What follows belongs to an exercise in optimizing a design on an open flow for small area; a production flow would make more cautious choices.
In this exercise RTL edits were held to simulation tests only and were not proved equivalent to the original.
Power is estimated from default activity; no workload was simulated.

==> flow/design.v (outline; a module is shown in full before it is edited, if it fits) <==
// module sk_top: 3404 lines
module sk_top(ClkPort, Reset, BtnL, BtnR, BtnD, Sw0, Sw1, Sw2, Sw3, Sw4, Sw5, Sw6, Sw7, hSync, vSync, vgaR, vgaB, vgaG, QuadSpiFlashCS);
  // ...
==> flow/flow/run.sh <==
#!/bin/bash
# The standard layout (standard.sh), with these changes:
#  - synthesis: the standard flow's synthesis script, except that ABC maps the logic
#    with an area-oriented script (flow/synth_area.tcl, flow/area.abc);
#    flip-flop mapping, flattening and register names are unchanged
#  - clock tree: clkbuf_8 buffers, sink clusters of up to 16 within 50 um,
#    no dummy loads
#  - port buffers: the smallest buffer cell (every port is still buffered)
# Each tool writes its full log under orfs/logs/ (ORFS's per-step logs);
# make's own output goes to standard.log.
set -euo pipefail
here=$(pwd)
bash standard.sh \
  SYNTH_SCRIPT="$here/flow/synth_area.tcl" \
  CTS_ARGS="-sink_clustering_enable -repair_clock_nets -dont_use_dummy_load -buf_list {sky130_fd_sc_hd__clkbuf_4 sky130_fd_sc_hd__clkbuf_8} -sink_clustering_size 14 -sink_clustering_max_diameter 45" \
  BUFFER_PORTS_ARGS="-inputs -outputs -buffer_cell sky130_fd_sc_hd__buf_1" \
  finish > standard.log 2>&1
==> flow/flow/area.abc <==
strash
dch -f
amap -m
strash
dch -f
amap -m
topo
dnsize -c
==> flow/flow/synth_area.tcl <==
# The standard flow's synthesis (synth_recipe.tcl) with one change: ABC maps the logic
# with the area-oriented script area.abc (next to this file) instead of
# ORFS's. Flip-flop mapping, flattening and naming are unchanged.
set area_abc_script [file join [file dirname [file normalize [info script]]] area.abc]
proc synth {args} { yosys synth -nofsm -noshare {*}$args }
proc abc {args} {
  set i [lsearch -exact $args -script]
  if { $i >= 0 } {
    lset args [expr { $i + 1 }] $::area_abc_script
  }
  yosys abc {*}$args
}
source $::env(SCRIPTS_DIR)/synth.tcl
# left out here: clear keep_hierarchy, flatten, clean up, hide names made inside functions, write 1_2_yosys.v
==> flow/standard.sh <==
#!/bin/bash
# synth_recipe.tcl (not shown) runs the flow's synth.tcl, then flattens the netlist and writes it again
# the make line also repeats each setting of config.mk as NAME=value (left out here)
make -C /OpenROAD-flow-scripts/flow DESIGN_CONFIG=/design/flow/config.mk WORK_HOME=/design/flow/orfs CLKGATE_MAP_FILE= SYNTH_SCRIPT=/design/flow/synth_recipe.tcl "${@:-finish}"
==> flow/config.mk <==
export PLATFORM = sky130hd
export DESIGN_NAME = sk_top
export DESIGN_NICKNAME = sk_top
export VERILOG_FILES = /design/flow/design.v
export SDC_FILE = /design/flow/constraint.sdc
export NUM_CORES = 4
export LEC_CHECK = 0
export CAP_MARGIN = 20
export CORE_MARGIN = 2
export CORE_UTILIZATION = 40
export SLEW_MARGIN = 20
==> flow/constraint.sdc <==
create_clock -name core_clock -period 10.0 [get_ports {ClkPort}]
set_input_delay 2.0000 -clock core_clock [delete_from_list [all_inputs] [get_ports {ClkPort}]]
set_output_delay 2.0000 -clock core_clock [all_outputs]
set_load 0.01 [all_outputs]
==> results_dict.tcl, run 1 <==
set metrics [dict create \
    dieArea_um2 28000 \
    ys_warn_count 1 \
    hold_start "cr.col[1]$_DFF_P_" \
    timing.fmax_mhz 139 \
    fillers 2639 \
    leakagePower_nw 4.24 \
    whs_path_depth 0 \
    fin_worst_skew_ns 0.0832 \
    portBuffers 20 \
    synth_fa_ha_area_share_pct 10.6 \
    critPathTopFamily "compound AO/OA/AOI/OAI gates" \
    synth_edf_count 64 \
    layout.cells.non_filler 1634 \
    cts_tree "done" \
    grtUsageTotal_pct 21.1 \
    status "complete, no violations" \
    syn_area_um2 10700 \
    p_clk_share_pct 29.9 \
    async_flop_share_pct 0 \
    yosys.area_share.simple_pct 17.2 \
    crit_path_end_kind "flip-flop" \
    rsz0062_at_grt "false" \
    p_per_area_nw_per_um2 158 \
    buf_share_pct 1.64 \
    power.internal_mw 1.29 \
    p_seq_mw 0.949 \
    startpoint_type "flip-flop" \
    cts_buffers 30 \
    r2r_slack_ns 2.80 \
]
==> inputs of run 2 (changes only) <==
--- a/flow/flow/run.sh
+++ b/flow/flow/run.sh
@@ -12,6 +12,6 @@
 here=$(pwd)
 bash standard.sh \
   SYNTH_SCRIPT="$here/flow/synth_area.tcl" \
-  CTS_ARGS="-sink_clustering_enable -repair_clock_nets -dont_use_dummy_load -buf_list {sky130_fd_sc_hd__clkbuf_4 sky130_fd_sc_hd__clkbuf_8} -sink_clustering_size 14 -sink_clustering_max_diameter 45" \
+  CTS_ARGS="-sink_clustering_enable -repair_clock_nets -dont_use_dummy_load -buf_list sky130_fd_sc_hd__clkbuf_8 -sink_clustering_size 16 -sink_clustering_max_diameter 50" \
   BUFFER_PORTS_ARGS="-inputs -outputs -buffer_cell sky130_fd_sc_hd__buf_1" \
   finish > standard.log 2>&1
==> results_dict.tcl, run 2 <==
set metrics [dict create \
    yosys.area.top_type "dfxtp_1" \
    synth_top_family_by_area "compound AO/OA/AOI/OAI gates" \
    multi_input_area_um2 5350 \
    slowest_delay_ns 0.62 \
    ys.flop_type "dfxtp_1" \
    syn_area_um2 10700 \
    cp_common_cell "ha_1" \
    syn_inst 1241 \
    status "complete, no violations" \
    gp_congestion 0.938 \
    final-setup-viol-count 0 \
    die-height_um 167 \
    worstSkewPairLatency_ns 0.59 \
    ys_top_cells_by_count "220 x nor2_1, 158 x clkinv_1, 138 x dfxtp_1, 91 x o21ai_0, 90 x ha_1" \
    r2r_cells 30 \
    htreeDepth 1 \
    r2r_slack_ns 2.84 \
    async_flop_share_pct 0 \
    drv_cap 0 \
    ys_warn_count 1 \
    p_per_area_nw_per_um2 157 \
    synth_compound_area_share_pct 22.0 \
    critPathCapture "cr.playerVcol$_SDFFE_PP0P_" \
    grtUsageTotal_pct 21.1 \
    die_w_um 167 \
    pwr-share-comb_pct 18.9 \
    dp_slack_ns 2.87 \
    p_switching_mw 0.551 \
    synth_most_common_cell "nor2_1" \
    synth_edf_count 64 \
    postLayoutSetupSlackWorst_ns 2.84 \
    netlist_top_cells_area "dfxtp_1 26%, edfxtp_1 18%, ha_1 11%" \
    cts_buffers 28 \
    ctsHoldBuffers 0 \
    fin_hold_ws_ns 0.327 \
    leakagePower_nw 4.23 \
    drt_iter0_drc 832 \
    hold_viol 0 \
    relSlewSlack_pct 41.7 \
    dieArea_um2 28000 \
    wl_um 30000 \
    fin_worst_skew_ns 0.0712 \
    cts_tree "done" \
    regMostFlops "sc.ctr" \
    final.setup.tns_ns 0 \
    slowest_stage "o22ai_1" \
    synth-xor-area-share_pct 0.0822 \
    critPathRequiredTime_ns 10.51 \
    ys_types 54 \
    hold_class "flip-flop to flip-flop" \
    mostFrequentLayoutCells "219 x nor2_1, 158 x clkinv_1, 138 x dfxtp_1, 90 x o21ai_0, 90 x ha_1" \
    nets 1402 \
    dpl.hpwl_um 22000 \
    r2r-start "sc.ctr[3]$_SDFF_PP0_" \
    path_clk_slew_ns 0.09 \
    routed_via_density 5.76 \
    crit_type "flip-flop to flip-flop" \
    synth_top_area_share_pct 25.9 \
    p_sw_share_pct 30.2 \
    finalPower_mw 1.82 \
    crit_path_end_kind "flip-flop" \
    p_clk_share_pct 29.1 \
    io-pin-count 28 \
    firstDrtPassIters 16 \
    utilization_pct 44.5 \
    grt_pass1_vias 8677 \
    syn_to_final_growth_pct 9.08 \
    ant_nets 0 \
    grt_first_pass_wirelength_um 47000 \
    synth.area.mux_share_pct 0.0940 \
    clock_path_buffers 3 \
    cts_resized 0 \
    startpoint_type "flip-flop" \
    ys_seq_elements 202 \
    drive_gt1_share_pct 3.55 \
    yosys.area_share.simple_pct 17.2 \
    portBuffers 20 \
    reg2reg_to "cr.playerVcol$_SDFFE_PP0P_" \
    post-route-period-util_pct 71.6 \
    cp.arrival_ns 7.67 \
    cp_max_fo 11 \
    drc 0 \
    synth.net_count 1344 \
    wire_per_inst_um 18.4 \
    core.rowCount 59 \
    grt_overflow 0 \
    rsz0062_at_grt "false" \
    fillers 2638 \
    ff_latch_area_um2 4680 \
    timing.fmax_mhz 140 \
    root_buffer "clkbuf_8" \
    largest_register_ffs 15 \
    grt_max_degree 55 \
    power.internal_mw 1.27 \
    vdd_drop_max_mv 0.0568 \
    synth.yosys.seq_area_share_pct 44.0 \
    coreArea_um2 26100 \
    synth_fa_ha_area_share_pct 10.6 \
    syn_area_per_cell_um2 8.58 \
    critPathLaunch "sc.ctr[3]$_SDFF_PP0_" \
    maxSlewViolCount 0 \
    clock-sinks 202 \
    final_common_cell "nor2_1" \
    antenna_cells_inserted 0 \
    vias 9399 \
    layout_min_cycle_time_ns 7.16 \
    seq_power_share_pct 52.0 \
    initial_core_util_pct 40.8 \
    antenna_found_initial 0 \
    post_cts_buffers 0 \
    tightest_slew_ns 0.862 \
]
[run 2: cell types whose count changed in the layout (fill, tap and decap cells not counted), sizes merged]
cell	delta
clkbuf	-2
[run 2: worst min path at each step]
stage | cells after the start | start | to | slack, ns
floorplan | 0 | cr.col[3]$_DFF_P_ | cr.col[2]$_DFF_P_ | 0.33
global placement | 0 | cr.col[3]$_DFF_P_ | cr.col[2]$_DFF_P_ | 0.33
detailed placement | 0 | cr.col[3]$_DFF_P_ | cr.col[2]$_DFF_P_ | 0.33
CTS | 0 | cr.col[2]$_DFF_P_ | cr.col[1]$_DFF_P_ | 0.33
global route | 0 | cr.row[4]$_DFF_P_ | cr.row[3]$_DFF_P_ | 0.33
finish | 0 | cr.row[4]$_DFF_P_ | cr.row[3]$_DFF_P_ | 0.33
[run 2: layout make-up]
| type | count | area share [%] |
|---|---|---|
| Multi-Input combinational cell | 874 | 46.0 |
| Tap cell | 335 | 3.61 |
| Inverter | 158 | 5.10 |
| Timing Repair Buffer | 35 | 1.65 |
| Clock buffer | 28 | 3.32 |
| Sequential cell | 202 | 40.3 |
[run 2: logic make-up (layout without fill, tap and decap cells)]
family,Yosys count,count (layout)
xor gates and xnor gates,1,1
and+or+nand+nor,420,420
adders and majority gates,90,90
buffers and inverters,165,221
muxes,1,1
AOI/OAI and AO/OA,361,361
DFF,202,202
other,1,1
[run 2: power groups by stage]
stage / clock (mW) / combinational [mW] / sequential, mW
floorplan: 0 / 0.235 / 0.959
finish: 0.531 / 0.345 / 0.949
CTS: 0.546 / 0.340 / 0.949
global placement: 0 / 0.340 / 0.966
global route: 0.580 / 0.381 / 0.956
detailed placement: 0 / 0.339 / 0.967
[run 2: stage by stage]
step / instances / instance area [um^2]
floorplan: 1241 / 10700
global placement: 1604 / 11200
detailed placement: 1604 / 11200
CTS: 1632 / 11600
global route: 1632 / 11600
finish: 1632 / 11600
[run 2: worst max-delay path: cells and delay by family, from the launching register on]
family	cells	cell delay [ns]
flip-flops	1	0.60
AND/OR/NAND/NOR	11	1.90
AO/OA/AOI/OAI	8	2.25
adder cells (fa/ha/maj)	7	1.37
buffers and inverters	4	0.99
[run 2: routing by layer]
metal / global-route usage [%] / routed length, um / up-vias
met1: 29.0 / 13900 / 4400
met4: 7.56 / 979 / 0
met3: 2.81 / 1660 / 67
met5: 0 / 0 / -
met2: 34.0 / 13400 / 294
li1: - / - / 4638
==> inputs of run 3 (changes only) <==
--- a/flow/flow/run.sh
+++ b/flow/flow/run.sh
@@ -12,6 +12,6 @@
 here=$(pwd)
 bash standard.sh \
   SYNTH_SCRIPT="$here/flow/synth_area.tcl" \
-  CTS_ARGS="-sink_clustering_enable -repair_clock_nets -dont_use_dummy_load -buf_list sky130_fd_sc_hd__clkbuf_8 -sink_clustering_size 16 -sink_clustering_max_diameter 50" \
+  CTS_ARGS="-sink_clustering_enable -repair_clock_nets -dont_use_dummy_load -buf_list sky130_fd_sc_hd__clkbuf_4 -sink_clustering_size 12 -sink_clustering_max_diameter 40" \
   BUFFER_PORTS_ARGS="-inputs -outputs -buffer_cell sky130_fd_sc_hd__buf_1" \
   finish > standard.log 2>&1
==> results_dict.tcl, run 3 <==
set metrics [dict create \
    status "complete, no violations" \
    cts_tree "done" \
    ys_top_cells_by_count "220 x nor2_1, 158 x clkinv_1, 138 x dfxtp_1, 91 x o21ai_0, 90 x ha_1" \
    die-height_um 167 \
    r2r_slack_ns 2.88 \
    ys_seq_elements 202 \
    fillers 2644 \
    dpl.hpwl_um 22000 \
    grt_first_pass_wirelength_um 47300 \
    crit_path_end_kind "flip-flop" \
    clock-sinks 202 \
    rsz0062_at_grt "false" \
    cts_buffers 38 \
    hold_class "flip-flop to flip-flop" \
    worstSkewPairLatency_ns 0.68 \
    final.setup.tns_ns 0 \
    synth_edf_count 64 \
    drive_gt1_share_pct 4.28 \
    crit_type "flip-flop to flip-flop" \
    portBuffers 20 \
    final_common_cell "nor2_1" \
    gp_congestion 0.938 \
    post-place-cells 1604 \
    drc 0 \
    clock_path_buffers 3 \
    maxSlewViolCount 0 \
    vias 9470 \
    post_cts_buffers 0 \
    dp_slack_ns 2.87 \
    fin_hold_ws_ns 0.346 \
    post-route-period-util_pct 71.2 \
    root_buffer "clkbuf_4" \
    core.rowCount 59 \
    layout.cells.non_filler 1643 \
    layout_min_cycle_time_ns 7.12 \
    synth_top_area_share_pct 25.9 \
    vdd_drop_max_mv 0.0599 \
    grtUsageTotal_pct 21.3 \
    placed_cell_area_um2 11200 \
    ys.flop_type "dfxtp_1" \
    fin_worst_skew_ns 0.0975 \
    synth.net_count 1344 \
    htreeDepth 2 \
    async_flop_share_pct 0 \
    startpoint_type "flip-flop" \
    synth_most_common_cell "nor2_1" \
    postLayoutSetupSlackWorst_ns 2.88 \
    tightest_slew_ns 0.883 \
    finalPower_mw 1.75 \
    synth.yosys.seq_area_share_pct 44.0 \
    syn_to_final_growth_pct 8.16 \
    drv_cap 0 \
    utilization_pct 44.1 \
    grt_pass1_vias 8796 \
    cp_common_cell "ha_1" \
    ys_types 54 \
    dieArea_um2 28000 \
    grt_max_degree 55 \
    nets 1412 \
    finish.instance_area_um2 11500 \
    syn_area_per_cell_um2 8.58 \
    relSlewSlack_pct 40.3 \
    grt_overflow 0 \
    wire_per_inst_um 18.3 \
    mostFrequentLayoutCells "219 x nor2_1, 158 x clkinv_1, 138 x dfxtp_1, 90 x o21ai_0, 90 x ha_1" \
    yosys.area.top_type "dfxtp_1" \
    critPathRequiredTime_ns 10.59 \
    cp_max_fo 11 \
    hold_viol 0 \
    cts_resized 0 \
    slowest_delay_ns 0.62 \
    ctsHoldBuffers 0 \
    drt_iter0_drc 808 \
    cp.arrival_ns 7.71 \
    coreArea_um2 26100 \
    largest_register_ffs 15 \
    antenna_found_initial 1 \
    timing.fmax_mhz 140 \
    routed_via_density 5.76 \
    wl_um 30000 \
    firstDrtPassIters 16 \
    syn_inst 1241 \
    syn_area_um2 10700 \
    netlist_top_cells_area "dfxtp_1 26%, edfxtp_1 18%, ha_1 11%" \
    ant_nets 0 \
    leakagePower_nw 4.20 \
    final-setup-viol-count 0 \
    path_clk_slew_ns 0.12 \
    io-pin-count 28 \
    initial_core_util_pct 40.8 \
    p_per_area_nw_per_um2 152 \
    die_w_um 167 \
    slowest_stage "o22ai_1" \
    regMostFlops "sc.ctr" \
    ys_warn_count 1 \
]
-- run 3: cell families after synthesis --
logic type | after synthesis | synth area share (%)
mux | 1 | 0.0940
flops | 202 | 44.0
other cells | 1 | 0.0352
compound gates | 361 | 22.0
xor+xnor | 1 | 0.0822
buf+inv | 165 | 6.02
simple gates | 420 | 17.2
fa+ha+maj | 90 | 10.6
-- run 3: routing by layer --
layer  vias up  wire length, um  track usage, %
met4         0             1030            9.07
met1      4428            13600            29.1
met5         -                0               0
met2       306            13400            33.6
li1       4664                -               -
met3        72             1970            3.38
-- run 3: final timing paths --
path | start | end | depth (start not counted)
max | sc.ctr[3]$_SDFF_PP0_ | cr.playerVcol$_SDFFE_PP0P_ | 30
min | cr.col[1]$_DFF_P_ | cr.col[0]$_DFF_P_ | 0
max reg2reg | sc.ctr[3]$_SDFF_PP0_ | cr.playerVcol$_SDFFE_PP0P_ | 30
min reg2reg | cr.col[1]$_DFF_P_ | cr.col[0]$_DFF_P_ | 0
-- run 3: layout make-up --
class	instances	area (um^2)	share of cell area, %
Inverter	158	593	5.15
Multi-Input combinational cell	874	5350	46.4
Sequential cell	202	4680	40.7
Timing Repair Buffer	35	191	1.66
Clock buffer	38	285	2.48
Antenna cell	1	2.50	0.0217
Tap cell	335	419	3.64
-- run 3: power breakdown --
part | total [mW] | switching (mW) | internal, mW
clock network | 0.456 | 0.282 | 0.174
logic | 0.344 | 0.228 | 0.116
registers | 0.949 | 0.0358 | 0.913
total | 1.75 | 0.546 | 1.20
-- run 3: worst max-delay path, delay by kind of cell, from the launching register on --
| kind | cells | cell delay (ns) |
|---|---|---|
| AOI/OAI and AO/OA | 8 | 2.23 |
| buffers and inverters | 4 | 1.01 |
| and+or+nand+nor | 11 | 1.90 |
| adders and majority gates | 7 | 1.36 |
| DFF | 1 | 0.60 |
==> inputs of run 4 (changes only) <==
--- a/flow/flow/run.sh
+++ b/flow/flow/run.sh
@@ -3,7 +3,7 @@
 #  - synthesis: the standard flow's synthesis script, except that ABC maps the logic
 #    with an area-oriented script (flow/synth_area.tcl, flow/area.abc);
 #    flip-flop mapping, flattening and register names are unchanged
-#  - clock tree: clkbuf_8 buffers, sink clusters of up to 16 within 50 um,
+#  - clock tree: clkbuf_4 buffers, sink clusters of up to 12 within 40 um,
 #    no dummy loads
 #  - port buffers: the smallest buffer cell (every port is still buffered)
 # Each tool writes its full log under orfs/logs/ (ORFS's per-step logs);
==> results_dict.tcl, run 4 <==
set metrics [dict create \
    status "complete, no violations" \
    r2r-start "sc.ctr[3]$_SDFF_PP0_" \
    synth_most_common_cell "nor2_1" \
    power.internal_mw 1.20 \
    synth_top_area_share_pct 25.9 \
    relSlewSlack_pct 40.3 \
    core.rowCount 59 \
    p_clk_share_pct 26.1 \
    slowest_stage "o22ai_1" \
    syn_to_final_growth_pct 8.16 \
    syn_inst 1241 \
    wl_um 30000 \
    fin_worst_skew_ns 0.0975 \
    grt_overflow 0 \
    crit_path_end_kind "flip-flop" \
    pwr-share-comb_pct 19.7 \
    grt_first_pass_wirelength_um 47300 \
    synth.net_count 1344 \
    drive_gt1_share_pct 4.28 \
    mostFrequentLayoutCells "219 x nor2_1, 158 x clkinv_1, 138 x dfxtp_1, 90 x o21ai_0, 90 x ha_1" \
    path_clk_slew_ns 0.12 \
    drc 0 \
    syn_area_per_cell_um2 8.58 \
    ys_types 54 \
    worstSkewPairLatency_ns 0.68 \
    post-route-period-util_pct 71.2 \
    cp.arrival_ns 7.71 \
    utilization_pct 44.1 \
    yosys.area.top_type "dfxtp_1" \
    routed_via_density 5.76 \
    cts_resized 0 \
    ctsHoldBuffers 0 \
    wire_per_inst_um 18.3 \
    hold_class "flip-flop to flip-flop" \
    startpoint_type "flip-flop" \
    nets 1412 \
    regMostFlops "sc.ctr" \
    largest_register_ffs 15 \
    synth_edf_count 64 \
    vdd_drop_max_mv 0.0599 \
    grt_pass1_vias 8796 \
    hold_start "cr.col[1]$_DFF_P_" \
    p_sw_share_pct 31.2 \
    r2r_cells 30 \
    p_switching_mw 0.546 \
    drv_cap 0 \
    portBuffers 20 \
    path_buf_inv 4 \
    cts_tree "done" \
    hold_end "cr.col[0]$_DFF_P_" \
    io-pin-count 28 \
    critPathTopFamily "compound AO/OA/AOI/OAI gates" \
    cts_buffers 38 \
    async_flop_share_pct 0 \
    coreArea_um2 26100 \
    dieArea_um2 28000 \
    final_common_cell "nor2_1" \
    ys_warn_count 1 \
    hold_viol 0 \
    antenna_found_initial 1 \
    firstDrtPassIters 16 \
    layout_min_cycle_time_ns 7.12 \
    die-height_um 167 \
    leakagePower_nw 4.20 \
    ys.flop_type "dfxtp_1" \
    critPathLaunch "sc.ctr[3]$_SDFF_PP0_" \
    grtUsageTotal_pct 21.3 \
    die_w_um 167 \
    final.setup.tns_ns 0 \
    whs_path_depth 0 \
    p_per_area_nw_per_um2 152 \
    r2r_slack_ns 2.88 \
    initial_core_util_pct 40.8 \
    grt_max_degree 55 \
    timing.fmax_mhz 140 \
    ys_seq_elements 202 \
    cp_common_cell "ha_1" \
    clock-sinks 202 \
    rsz0062_at_grt "false" \
    ant_nets 0 \
    maxSlewViolCount 0 \
    root_buffer "clkbuf_4" \
    critPathRequiredTime_ns 10.59 \
    dpl.hpwl_um 22000 \
    tightest_slew_ns 0.883 \
    netlist_top_cells_area "dfxtp_1 26%, edfxtp_1 18%, ha_1 11%" \
    reg2reg_to "cr.playerVcol$_SDFFE_PP0P_" \
    ys_top_cells_by_count "220 x nor2_1, 158 x clkinv_1, 138 x dfxtp_1, 91 x o21ai_0, 90 x ha_1" \
    final-setup-viol-count 0 \
    clock_path_buffers 3 \
    vias 9470 \
    htreeDepth 2 \
    gp_congestion 0.938 \
    post_cts_buffers 0 \
    syn_area_um2 10700 \
    drt_iter0_drc 808 \
    slowest_delay_ns 0.62 \
    synth.yosys.seq_area_share_pct 44.0 \
    crit_type "flip-flop to flip-flop" \
    cp_max_fo 11 \
    seq_power_share_pct 54.3 \
]
[run 4: cell counts after synthesis]
No cell type changed its count.
[run 4: layout make-up]
cell class              count  area (um^2)
fillers                  2644        14600
multi-input cells         874         5350
flip-flops and latches    202         4680
inverters                 158          593
well taps                 335          419
clock buffers              38          285
repair buffers             35          191
diodes                      1         2.50
[run 4: per-layer routing]
metal,routed length (um),track usage [%]
met4,1030,9.07
met3,1970,3.38
met5,0,0
met2,13400,33.6
met1,13600,29.1
[run 4: power groups by stage]
stage / Combinational (mW) / Clock [mW] / Sequential [mW]
after detailed placement: 0.339 / 0 / 0.967
final: 0.344 / 0.456 / 0.949
after CTS: 0.340 / 0.474 / 0.949
after global placement: 0.340 / 0 / 0.966
after floorplan: 0.235 / 0 / 0.959
after global routing: 0.381 / 0.509 / 0.955
[run 4: logic make-up (layout without fill, tap and decap cells)]
| family | Yosys count | count (layout) | share of synthesized area (%) |
|---|---|---|---|
| muxes | 1 | 1 | 0.0940 |
| and+or+nand+nor | 420 | 420 | 17.2 |
| adders and majority gates | 90 | 90 | 10.6 |
| other | 1 | 2 | 0.0352 |
| xor gates and xnor gates | 1 | 1 | 0.0822 |
| buffers and inverters | 165 | 231 | 6.02 |
| DFF | 202 | 202 | 44.0 |
| AOI/OAI and AO/OA | 361 | 361 | 22.0 |
[run 4: how the worst max path moves through the flow]
stage,end,slack (ns),cells past startpoint
CTS,cr.playerVcol$_SDFFE_PP0P_,2.91,30
floorplan,liz.yCode[0]$_SDFFE_PP1P_,1.28,15
detailed placement,cr.playerVcol$_SDFFE_PP0P_,2.87,30
finish,cr.playerVcol$_SDFFE_PP0P_,2.88,30
global route,cr.playerHcol$_SDFFE_PP0P_,2.13,30
global placement,cr.playerVcol$_SDFFE_PP0P_,2.90,30
[run 4: stage by stage]
step / setup WS, ns / instance area (um^2) / hold slack, ns / total power, mW / instances
detailed placement: 2.87 / 11200 / 0.334 / 1.31 / 1604
CTS: 2.91 / 11500 / 0.345 / 1.76 / 1642
global route: 2.13 / 11500 / 0.342 / 1.85 / 1643
finish: 2.88 / 11500 / 0.346 / 1.75 / 1643
floorplan: 1.28 / 10700 / 0.326 / 1.19 / 1241
global placement: 2.90 / 11200 / 0.332 / 1.31 / 1604
[run 4: worst register-to-register path: cells and delay by family (launching register included)]
family,cells,cell delay (ns)
DFF,1,0.60
AOI/OAI and AO/OA,8,2.23
and+or+nand+nor,11,1.91
buffers and inverters,4,1.02
adders and majority gates,7,1.36

==> what the ideal ports hide <==
Ports are ideal in the flow. The routed layouts listed here were re-timed in OpenROAD.
Step 1 (the two cells are an assumption about what drives the block):
set clk [get_ports {ClkPort}]
set_driving_cell -lib_cell sky130_fd_sc_hd__clkbuf_16 $clk
set_driving_cell -lib_cell sky130_fd_sc_hd__buf_2 [delete_from_list [all_inputs] $clk]
Step 2, shift: input delay + t, output delay - t, t = (earliest + latest rising clock arrival at the registers) / 2. This alone moves slack from input paths to output paths.
Three values: no drivers, after step 1, after step 2; two values: the first two.
| run | t (ns) | setup WS [ns] | hold WS [ns] | worst data-port slew with drivers (ns) |
|---|---|---|---|---|
| run 1 | 0.604 | 2.796 / 2.796 / 2.796 | 0.344 / 0.344 / 0.344 | 0.04 |
| run 2 | 0.603 | 2.843 / 2.843 / 2.843 | 0.327 / 0.327 / 0.327 | 0.04 |
| run 3 | 0.672 | 2.882 / 2.882 / 2.882 | 0.346 / 0.346 / 0.346 | 0.04 |
| run 4 | 0.672 | 2.882 / 2.882 / 2.882 | 0.346 / 0.346 / 0.346 | 0.04 |
After both steps every run listed still meets setup and hold.
